This design comes from an exercise in tuning for small area on the open sky130 flow, not from production work. RTL that was checked went through simulation tests only; none was proved equivalent to the original. Power is estimated from default activity; no workload was simulated.

==> run C <==
==> flow/design.v <==
module whack_a_mole (clk,rst,matrow,matcol_r,matcol_g,
		row_b,col,seg_select,dig_select,beep);
input clk,rst;
input [3:0] row_b;
output [3:0] col;
output [7:0] matrow,matcol_r,matcol_g;
output [7:0] seg_select;
output [7:0] dig_select;
output beep;
reg [1:0] a;
reg [2:0] b;
reg       c;
reg [2:0] m;
reg [2:0] e;
reg [4:0] f;
reg [3:0] q;
wire t1k   = (a==2'd1) & (b==3'd2);           
wire t500  = t1k & ~c;
wire t50   = t500 & (e==3'd4) & ~m[0];        
wire t1    = t50 & (f==5'd24) & (m[1:0]==2'b00);    
wire thalf = t1 & m[2];                       
wire kb_en = (a==2'd1);                       
always @(posedge clk) begin
	if (rst) begin
		a <= 0; b <= 0; c <= 0; m <= 0; e <= 0; f <= 0; q <= 0;
	end else begin
		a <= a + 2'd1;
		if (a==2'd3) b <= (b==3'd4) ? 3'd0 : b + 3'd1;
		if (t1k) c <= ~c;
		if (t500) begin
			m <= m + 3'd1;
			e <= (e==3'd4) ? 3'd0 : e + 3'd1;
		end
		if (t50) f <= (f==5'd24) ? 5'd0 : f + 5'd1;
		q <= (q==4'd10) ? 4'd0 : q + 4'd1;
	end
end
wire clk_la = q[0] ^ a[0];                    
reg [5:0] r;
wire r_in = (r[0]^r[5]) ^ ~|r;
always @(posedge clk) begin
	if (rst) r <= 6'd0;
	else if (thalf) r <= {r[4:0], r_in};
end
wire [1:0] R = {r[4], r[3]};                  
wire [1:0] C = {r[1], r[0]};                  
reg [1:0] mode;
reg [1:0] i;
reg       valid;
reg [1:0] rowloc;
wire key = ~&row_b;
always @(posedge clk) begin
	if (rst) begin
		mode <= 2'b00;
		valid <= 1'b0;
	end else if (kb_en) begin
		case (mode)
		2'b00, 2'b10: begin
			valid <= 1'b0;
			if (key) begin mode <= 2'b01; i <= 2'd0; end
			else mode <= 2'b00;
		end
		2'b01: begin
			if (key) mode <= 2'b11;
			else if (i==2'd3) mode <= 2'b10;
			else i <= i + 2'd1;
		end
		2'b11: begin
			if (key) begin
				valid <= 1'b1;
				rowloc <= ~row_b[0] ? 2'd0 : ~row_b[1] ? 2'd1 : ~row_b[2] ? 2'd2 : 2'd3;
			end else mode <= 2'b10;
		end
		endcase
	end
end
assign col = (mode==2'b00) ? 4'b0000 : ~(4'b0001 << i);
reg won, lost;
reg hit, hit_tmp, flag, en;
reg [3:0] sg;         
reg       ss;         
reg [2:0] ts;         
reg [3:0] tg;         
wire playing = ~won & ~lost;
wire score = hit & flag;
always @(posedge clk) begin
	if (rst) begin
		won <= 0; lost <= 0;
		hit <= 0; hit_tmp <= 0; flag <= 1; en <= 0;
		sg <= 0; ss <= 0; ts <= 3'd4; tg <= 0;
	end else begin
		if (playing & ss) won <= 1'b1;
		if (playing & ~ss & (ts==3'd0) & (tg==4'd0)) lost <= 1'b1;
		if (hit) hit_tmp <= 1'b1;
		else if (thalf) hit_tmp <= 1'b0;
		if (t50) begin
			hit <= playing & valid & (rowloc==R) & (i==C);
			if (score) begin
				flag <= 1'b0;
				en <= 1'b1;
				if (sg==4'd9) begin sg <= 0; ss <= 1'b1; end
				else sg <= sg + 4'd1;
			end else begin
				if (~hit_tmp) flag <= 1'b1;
				if (~hit) en <= 1'b0;
			end
		end
		if (t1 & playing) begin
			if (tg==4'd0) begin tg <= 4'd9; ts <= ts - 3'd1; end
			else tg <= tg - 4'd1;
		end
	end
end
assign beep = en & clk_la;
wire [1:0] di = {m[0]^c, c};
assign dig_select = {4'b1111, ~(4'b0001 << di)};
reg [3:0] digit;
always @(*) begin
	case (di)
	2'd0: digit = tg;
	2'd1: digit = {1'b0, ts};
	2'd2: digit = sg;
	default: digit = {3'b000, ss};
	endcase
end
reg [7:0] seg;
always @(*) begin
	case (digit)
	4'd0: seg = 8'b11111100;
	4'd1: seg = 8'b01100000;
	4'd2: seg = 8'b11011010;
	4'd3: seg = 8'b11110010;
	4'd4: seg = 8'b01100110;
	4'd5: seg = 8'b10110110;
	4'd6: seg = 8'b10111110;
	4'd7: seg = 8'b11100000;
	4'd8: seg = 8'b11111110;
	4'd9: seg = 8'b11110110;
	default: seg = 8'b00000000;
	endcase
end
assign seg_select = seg;
assign matrow = ~(8'b0000_0001 << m);
wire mole_on = playing & ~hit_tmp & (m[2]^m[1]) & ({m[2],m[0]}==R);
wire [7:0] mole = mole_on ? {2'b00, (4'b0001 << C), 2'b00} : 8'h00;
reg [7:0] cg, cr;
always @(*) begin
	cg = 8'h00; cr = 8'h00;
	case (m)
	3'd0: begin cg = won ? 8'h18 : 8'h00; end
	3'd1: begin cg = playing ? 8'h7E : won ? 8'h24 : 8'h00; cr = lost ? 8'h42 : 8'h00; end
	3'd2: begin cg = lost ? 8'h00 : 8'h42; cr = lost ? 8'h3C : mole; end
	3'd3: begin cg = playing ? 8'h42 : 8'h00; cr = mole; end
	3'd4: begin cg = playing ? 8'h42 : 8'h00; cr = mole; end
	3'd5: begin cg = playing ? 8'h42 : won ? 8'hA5 : 8'h00; cr = lost ? 8'h42 : mole; end
	3'd6: begin cg = playing ? 8'h7E : won ? 8'h42 : 8'h00; cr = lost ? 8'hA5 : 8'h00; end
	default: ;
	endcase
end
assign matcol_g = cg;
assign matcol_r = cr;
endmodule
==> flow/run.sh <==
#!/bin/bash
# synth_recipe.tcl (not shown) runs the flow's synth.tcl, then flattens the netlist and writes it again
# the make line also repeats each setting of config.mk as NAME=value (left out here)
make -C /OpenROAD-flow-scripts/flow DESIGN_CONFIG=/design/flow/config.mk WORK_HOME=/design/flow/orfs CLKGATE_MAP_FILE= SYNTH_SCRIPT=/design/flow/synth_recipe.tcl finish
==> flow/config.mk <==
export PLATFORM = sky130hd
export DESIGN_NAME = whack_a_mole
export DESIGN_NICKNAME = whack_a_mole
export VERILOG_FILES = /design/flow/design.v
export SDC_FILE = /design/flow/constraint.sdc
export NUM_CORES = 4
export LEC_CHECK = 0
export CAP_MARGIN = 20
export CORE_MARGIN = 2
export CORE_UTILIZATION = 40
export SLEW_MARGIN = 20
==> flow/constraint.sdc <==
create_clock -name core_clock -period 6.0 [get_ports {clk}]
set_input_delay 1.2000 -clock core_clock [delete_from_list [all_inputs] [get_ports {clk}]]
set_output_delay 1.2000 -clock core_clock [all_outputs]
set_load 0.01 [all_outputs]
==> inputs of run R, as changes to run C <==
--- a/flow/design.v
+++ b/flow/design.v
@@ -37,12 +37,77 @@
 end
 wire clk_la = q[0] ^ a[0];                    
-reg [5:0] r;
-wire r_in = (r[0]^r[5]) ^ ~|r;
-always @(posedge clk) begin
-	if (rst) r <= 6'd0;
-	else if (thalf) r <= {r[4:0], r_in};
-end
-wire [1:0] R = {r[4], r[3]};                  
-wire [1:0] C = {r[1], r[0]};                  
+reg [2:0] ts;         
+reg [3:0] tg;         
+reg [3:0] rc;
+always @(*) begin
+	case ({ts, tg[3:1]})
+	6'b000000: rc = 4'b1111;
+	6'b000001: rc = 4'b0101;
+	6'b000010: rc = 4'b0010;
+	6'b000011: rc = 4'b1011;
+	6'b000100: rc = 4'b1101;
+	6'b000101: rc = 4'b1101;
+	6'b000110: rc = 4'b1101;
+	6'b000111: rc = 4'b1101;
+	6'b001000: rc = 4'b0100;
+	6'b001001: rc = 4'b1010;
+	6'b001010: rc = 4'b0111;
+	6'b001011: rc = 4'b1001;
+	6'b001100: rc = 4'b0110;
+	6'b001101: rc = 4'b0110;
+	6'b001110: rc = 4'b0110;
+	6'b001111: rc = 4'b0110;
+	6'b010000: rc = 4'b1001;
+	6'b010001: rc = 4'b1110;
+	6'b010010: rc = 4'b1101;
+	6'b010011: rc = 4'b1110;
+	6'b010100: rc = 4'b1111;
+	6'b010101: rc = 4'b1111;
+	6'b010110: rc = 4'b1111;
+	6'b010111: rc = 4'b1111;
+	6'b011000: rc = 4'b1111;
+	6'b011001: rc = 4'b0111;
+	6'b011010: rc = 4'b0011;
+	6'b011011: rc = 4'b0011;
+	6'b011100: rc = 4'b0001;
+	6'b011101: rc = 4'b0001;
+	6'b011110: rc = 4'b0001;
+	6'b011111: rc = 4'b0001;
+	6'b100000: rc = 4'b0000;
+	6'b100001: rc = 4'b0000;
+	6'b100010: rc = 4'b0000;
+	6'b100011: rc = 4'b0000;
+	6'b100100: rc = 4'b0000;
+	6'b100101: rc = 4'b0000;
+	6'b100110: rc = 4'b0000;
+	6'b100111: rc = 4'b0000;
+	6'b101000: rc = 4'b0000;
+	6'b101001: rc = 4'b0000;
+	6'b101010: rc = 4'b0000;
+	6'b101011: rc = 4'b0000;
+	6'b101100: rc = 4'b0000;
+	6'b101101: rc = 4'b0000;
+	6'b101110: rc = 4'b0000;
+	6'b101111: rc = 4'b0000;
+	6'b110000: rc = 4'b0000;
+	6'b110001: rc = 4'b0000;
+	6'b110010: rc = 4'b0000;
+	6'b110011: rc = 4'b0000;
+	6'b110100: rc = 4'b0000;
+	6'b110101: rc = 4'b0000;
+	6'b110110: rc = 4'b0000;
+	6'b110111: rc = 4'b0000;
+	6'b111000: rc = 4'b0000;
+	6'b111001: rc = 4'b0000;
+	6'b111010: rc = 4'b0000;
+	6'b111011: rc = 4'b0000;
+	6'b111100: rc = 4'b0000;
+	6'b111101: rc = 4'b0000;
+	6'b111110: rc = 4'b0000;
+	6'b111111: rc = 4'b0000;
+	endcase
+end
+wire [1:0] R = rc[3:2];                       
+wire [1:0] C = rc[1:0];                       
 reg [1:0] mode;
 reg [1:0] i;
@@ -80,6 +145,4 @@
 reg [3:0] sg;         
 reg       ss;         
-reg [2:0] ts;         
-reg [3:0] tg;         
 wire playing = ~won & ~lost;
 wire score = hit & flag;
==> flow/flow/run.sh (new file) <==
#!/bin/bash
# Own layout flow: the standard ORFS flow (standard.sh) with
#  - synthesis: the standard flow's synthesis script, but ABC maps with an area script (abc_area.abc)
#  - port buffers: smallest buffer cell instead of the default
#  - CTS: small clock buffers, no dummy loads
# Every tool's output goes to a log file in this folder.
set -euo pipefail
W=$(pwd)
F=$W/flow
# synthesis script: synth_recipe.tcl, sourcing a copy of ORFS synth.tcl whose ABC call uses our script
sed -e "s#^source \$::env(SCRIPTS_DIR)/synth_preamble.tcl#source \$::env(SCRIPTS_DIR)/synth_preamble.tcl\nset abc_args [list -script $F/abc_area.abc {*}\$lib_args {*}\$lib_dont_use_args -constr \$::env(OBJECTS_DIR)/abc.constr]#" \
  "$FLOW_HOME/scripts/synth.tcl" > $W/synth_area.tcl
grep -q "abc_area.abc" $W/synth_area.tcl
sed -e "s#^source \$::env(SCRIPTS_DIR)/synth.tcl#source $W/synth_area.tcl#" $W/synth_recipe.tcl > $W/my_synth.tcl
grep -q "synth_area.tcl" $W/my_synth.tcl
CTS="-sink_clustering_enable -repair_clock_nets -dont_use_dummy_load -buf_list {sky130_fd_sc_hd__clkbuf_2 sky130_fd_sc_hd__clkbuf_4 sky130_fd_sc_hd__clkbuf_8}"
[ -f $F/cts_args.txt ] && CTS=$(cat $F/cts_args.txt)
bash standard.sh SYNTH_SCRIPT=$W/my_synth.tcl ADDER_MAP_FILE= \
  "BUFFER_PORTS_ARGS=-buffer_cell sky130_fd_sc_hd__buf_1" \
  "CTS_ARGS=$CTS" \
  finish > $W/flow_make.log 2>&1
==> flow/flow/abc_area.abc (new file) <==
strash
ifraig
scorr
dc2
strash
&get -n
&dch -f
&nf -a
&put
topo
==> flow/standard.sh (new file) <==
#!/bin/bash
# synth_recipe.tcl (not shown) runs the flow's synth.tcl, then flattens the netlist and writes it again
# the make line also repeats each setting of config.mk as NAME=value (left out here)
make -C /OpenROAD-flow-scripts/flow DESIGN_CONFIG=/design/flow/config.mk WORK_HOME=/design/flow/orfs CLKGATE_MAP_FILE= SYNTH_SCRIPT=/design/flow/synth_recipe.tcl "${@:-finish}"
removed: flow/run.sh
==> inputs of run F, as changes to run C <==
--- a/flow/design.v
+++ b/flow/design.v
@@ -37,12 +37,77 @@
 end
 wire clk_la = q[0] ^ a[0];                    
-reg [5:0] r;
-wire r_in = (r[0]^r[5]) ^ ~|r;
-always @(posedge clk) begin
-	if (rst) r <= 6'd0;
-	else if (thalf) r <= {r[4:0], r_in};
-end
-wire [1:0] R = {r[4], r[3]};                  
-wire [1:0] C = {r[1], r[0]};                  
+reg [2:0] ts;         
+reg [3:0] tg;         
+reg [3:0] rc;
+always @(*) begin
+	case ({ts, tg[3:1]})
+	6'b000000: rc = 4'b1111;
+	6'b000001: rc = 4'b0101;
+	6'b000010: rc = 4'b0010;
+	6'b000011: rc = 4'b1011;
+	6'b000100: rc = 4'b1101;
+	6'b000101: rc = 4'b1101;
+	6'b000110: rc = 4'b1101;
+	6'b000111: rc = 4'b1101;
+	6'b001000: rc = 4'b0100;
+	6'b001001: rc = 4'b1010;
+	6'b001010: rc = 4'b0111;
+	6'b001011: rc = 4'b1001;
+	6'b001100: rc = 4'b0110;
+	6'b001101: rc = 4'b0110;
+	6'b001110: rc = 4'b0110;
+	6'b001111: rc = 4'b0110;
+	6'b010000: rc = 4'b1001;
+	6'b010001: rc = 4'b1110;
+	6'b010010: rc = 4'b1101;
+	6'b010011: rc = 4'b1110;
+	6'b010100: rc = 4'b1111;
+	6'b010101: rc = 4'b1111;
+	6'b010110: rc = 4'b1111;
+	6'b010111: rc = 4'b1111;
+	6'b011000: rc = 4'b1111;
+	6'b011001: rc = 4'b0111;
+	6'b011010: rc = 4'b0011;
+	6'b011011: rc = 4'b0011;
+	6'b011100: rc = 4'b0001;
+	6'b011101: rc = 4'b0001;
+	6'b011110: rc = 4'b0001;
+	6'b011111: rc = 4'b0001;
+	6'b100000: rc = 4'b0000;
+	6'b100001: rc = 4'b0000;
+	6'b100010: rc = 4'b0000;
+	6'b100011: rc = 4'b0000;
+	6'b100100: rc = 4'b0000;
+	6'b100101: rc = 4'b0000;
+	6'b100110: rc = 4'b0000;
+	6'b100111: rc = 4'b0000;
+	6'b101000: rc = 4'b0000;
+	6'b101001: rc = 4'b0000;
+	6'b101010: rc = 4'b0000;
+	6'b101011: rc = 4'b0000;
+	6'b101100: rc = 4'b0000;
+	6'b101101: rc = 4'b0000;
+	6'b101110: rc = 4'b0000;
+	6'b101111: rc = 4'b0000;
+	6'b110000: rc = 4'b0000;
+	6'b110001: rc = 4'b0000;
+	6'b110010: rc = 4'b0000;
+	6'b110011: rc = 4'b0000;
+	6'b110100: rc = 4'b0000;
+	6'b110101: rc = 4'b0000;
+	6'b110110: rc = 4'b0000;
+	6'b110111: rc = 4'b0000;
+	6'b111000: rc = 4'b0000;
+	6'b111001: rc = 4'b0000;
+	6'b111010: rc = 4'b0000;
+	6'b111011: rc = 4'b0000;
+	6'b111100: rc = 4'b0000;
+	6'b111101: rc = 4'b0000;
+	6'b111110: rc = 4'b0000;
+	6'b111111: rc = 4'b0000;
+	endcase
+end
+wire [1:0] R = rc[3:2];                       
+wire [1:0] C = rc[1:0];                       
 reg [1:0] mode;
 reg [1:0] i;
@@ -80,6 +145,4 @@
 reg [3:0] sg;         
 reg       ss;         
-reg [2:0] ts;         
-reg [3:0] tg;         
 wire playing = ~won & ~lost;
 wire score = hit & flag;
==> flow/flow/run.sh (new file) <==
#!/bin/bash
# Own layout flow: the standard ORFS flow (standard.sh) with
#  - synthesis: the standard flow's synthesis script, but ABC maps with an area script (abc_area.abc)
#  - port buffers: smallest buffer cell instead of the default
#  - CTS: small clock buffers, no dummy loads
# Every tool's output goes to a log file in this folder.
set -euo pipefail
W=$(pwd)
F=$W/flow
# synthesis script: synth_recipe.tcl, sourcing a copy of ORFS synth.tcl whose ABC call uses our script
sed -e "s#^source \$::env(SCRIPTS_DIR)/synth_preamble.tcl#source \$::env(SCRIPTS_DIR)/synth_preamble.tcl\nset abc_args [list -script $F/abc_area.abc {*}\$lib_args {*}\$lib_dont_use_args -constr \$::env(OBJECTS_DIR)/abc.constr]#" \
  "$FLOW_HOME/scripts/synth.tcl" > $W/synth_area.tcl
grep -q "abc_area.abc" $W/synth_area.tcl
sed -e "s#^source \$::env(SCRIPTS_DIR)/synth.tcl#source $W/synth_area.tcl#" $W/synth_recipe.tcl > $W/my_synth.tcl
grep -q "synth_area.tcl" $W/my_synth.tcl
CTS="-sink_clustering_enable -repair_clock_nets -dont_use_dummy_load -buf_list {sky130_fd_sc_hd__clkbuf_2 sky130_fd_sc_hd__clkbuf_4 sky130_fd_sc_hd__clkbuf_8}"
[ -f $F/cts_args.txt ] && CTS=$(cat $F/cts_args.txt)
bash standard.sh SYNTH_SCRIPT=$W/my_synth.tcl \
  "BUFFER_PORTS_ARGS=-buffer_cell sky130_fd_sc_hd__buf_1" \
  "CTS_ARGS=$CTS" \
  finish > $W/flow_make.log 2>&1
==> flow/flow/abc_area.abc (new file) <==
strash
ifraig
scorr
dc2
strash
&get -n
&dch -f
&nf -a
&put
topo
==> flow/standard.sh (new file) <==
#!/bin/bash
# synth_recipe.tcl (not shown) runs the flow's synth.tcl, then flattens the netlist and writes it again
# the make line also repeats each setting of config.mk as NAME=value (left out here)
make -C /OpenROAD-flow-scripts/flow DESIGN_CONFIG=/design/flow/config.mk WORK_HOME=/design/flow/orfs CLKGATE_MAP_FILE= SYNTH_SCRIPT=/design/flow/synth_recipe.tcl "${@:-finish}"
removed: flow/run.sh
==> summary of the runs <==
- Run F finished with timing, DRC and antenna clean. Run C finished clean. Run R completed with no timing, DRC or antenna violations.
- Hold slack: run F > run R > run C.
- The highest combinational power belongs to run C, the lowest to run F.
- In run C the clock power is higher than in run F, by 23%.
- Wire length, highest first: run C, run F, run R.
- Register-to-register slack: run F < run R < run C.
- Utilization: run F < run R < run C.
- Of run R and run C, run R has the higher non-clock buffer count (gap 1).
==> figures <==
item                                                   run C      run F      run R
Clock slew at reported path FFs                      0.09 ns    0.08 ns    0.09 ns
Largest net degree at the start of global routing         25         38         34
Post-place instance area                           3720 um^2  3140 um^2  2730 um^2
Layout Nets                                              453        446        377
Count of non-filler cells in the finished layout         522        503        444
Total non-filler cell area in the finished layout  3820 um^2  3210 um^2  2800 um^2
Core outline area                                  8090 um^2  7140 um^2  5990 um^2
Worst hold slack                                    0.456 ns   0.475 ns   0.469 ns
Post-synthesis instance area                       3290 um^2  2910 um^2  2520 um^2
Clock network power consumption                       213 uW     173 uW     171 uW
Met3 track utilization from global routing             2.87%      2.59%      3.88%
Synth Area in XOR/XNOR                                 3.46%      3.91%      4.86%
Post-Synthesis Mean Instance Area                  8.46 um^2  8.07 um^2  7.76 um^2
Outcome                             timing/DRC/antenna clean  timing/DRC/antenna clean  timing/DRC/antenna clean
Seq cells                                                 52         46         46
Only the layout flow was run in run C; the RTL was not checked for function there.

static timing again, ports no longer ideal:
In the flow no input, the clock included, has a driving cell. The finished layouts below were timed again as built, in two steps.
Step 1, drivers: a clkbuf_16 drives clk and a buf_2 each remaining input, both assumed.
Step 2 moves the port delays by t, midway between the first and last clock arrival at a register: inputs arrive t later, outputs are due t later. That takes back most of the time a late clock gives input paths.
Slacks: no drivers / after step 1 / after step 2; pairs: no drivers / after step 1.
| run | shift t [ns] | slack for setup (ns) | latest minus earliest clock arrival (ns) | slew at the worst register clock pin (ns) |
|---|---|---|---|---|
| run C | 0.329 | 1.883 / 1.853 / 2.182 | 0.008 / 0.008 | 0.09 / 0.09 |
| run R | 0.321 | 2.396 / 2.368 / 2.688 | 0.018 / 0.019 | 0.09 / 0.09 |
| run F | 0.323 | 1.885 / 1.857 / 2.180 | 0.008 / 0.008 | 0.08 / 0.08 |
After both steps every run listed still meets setup and hold.
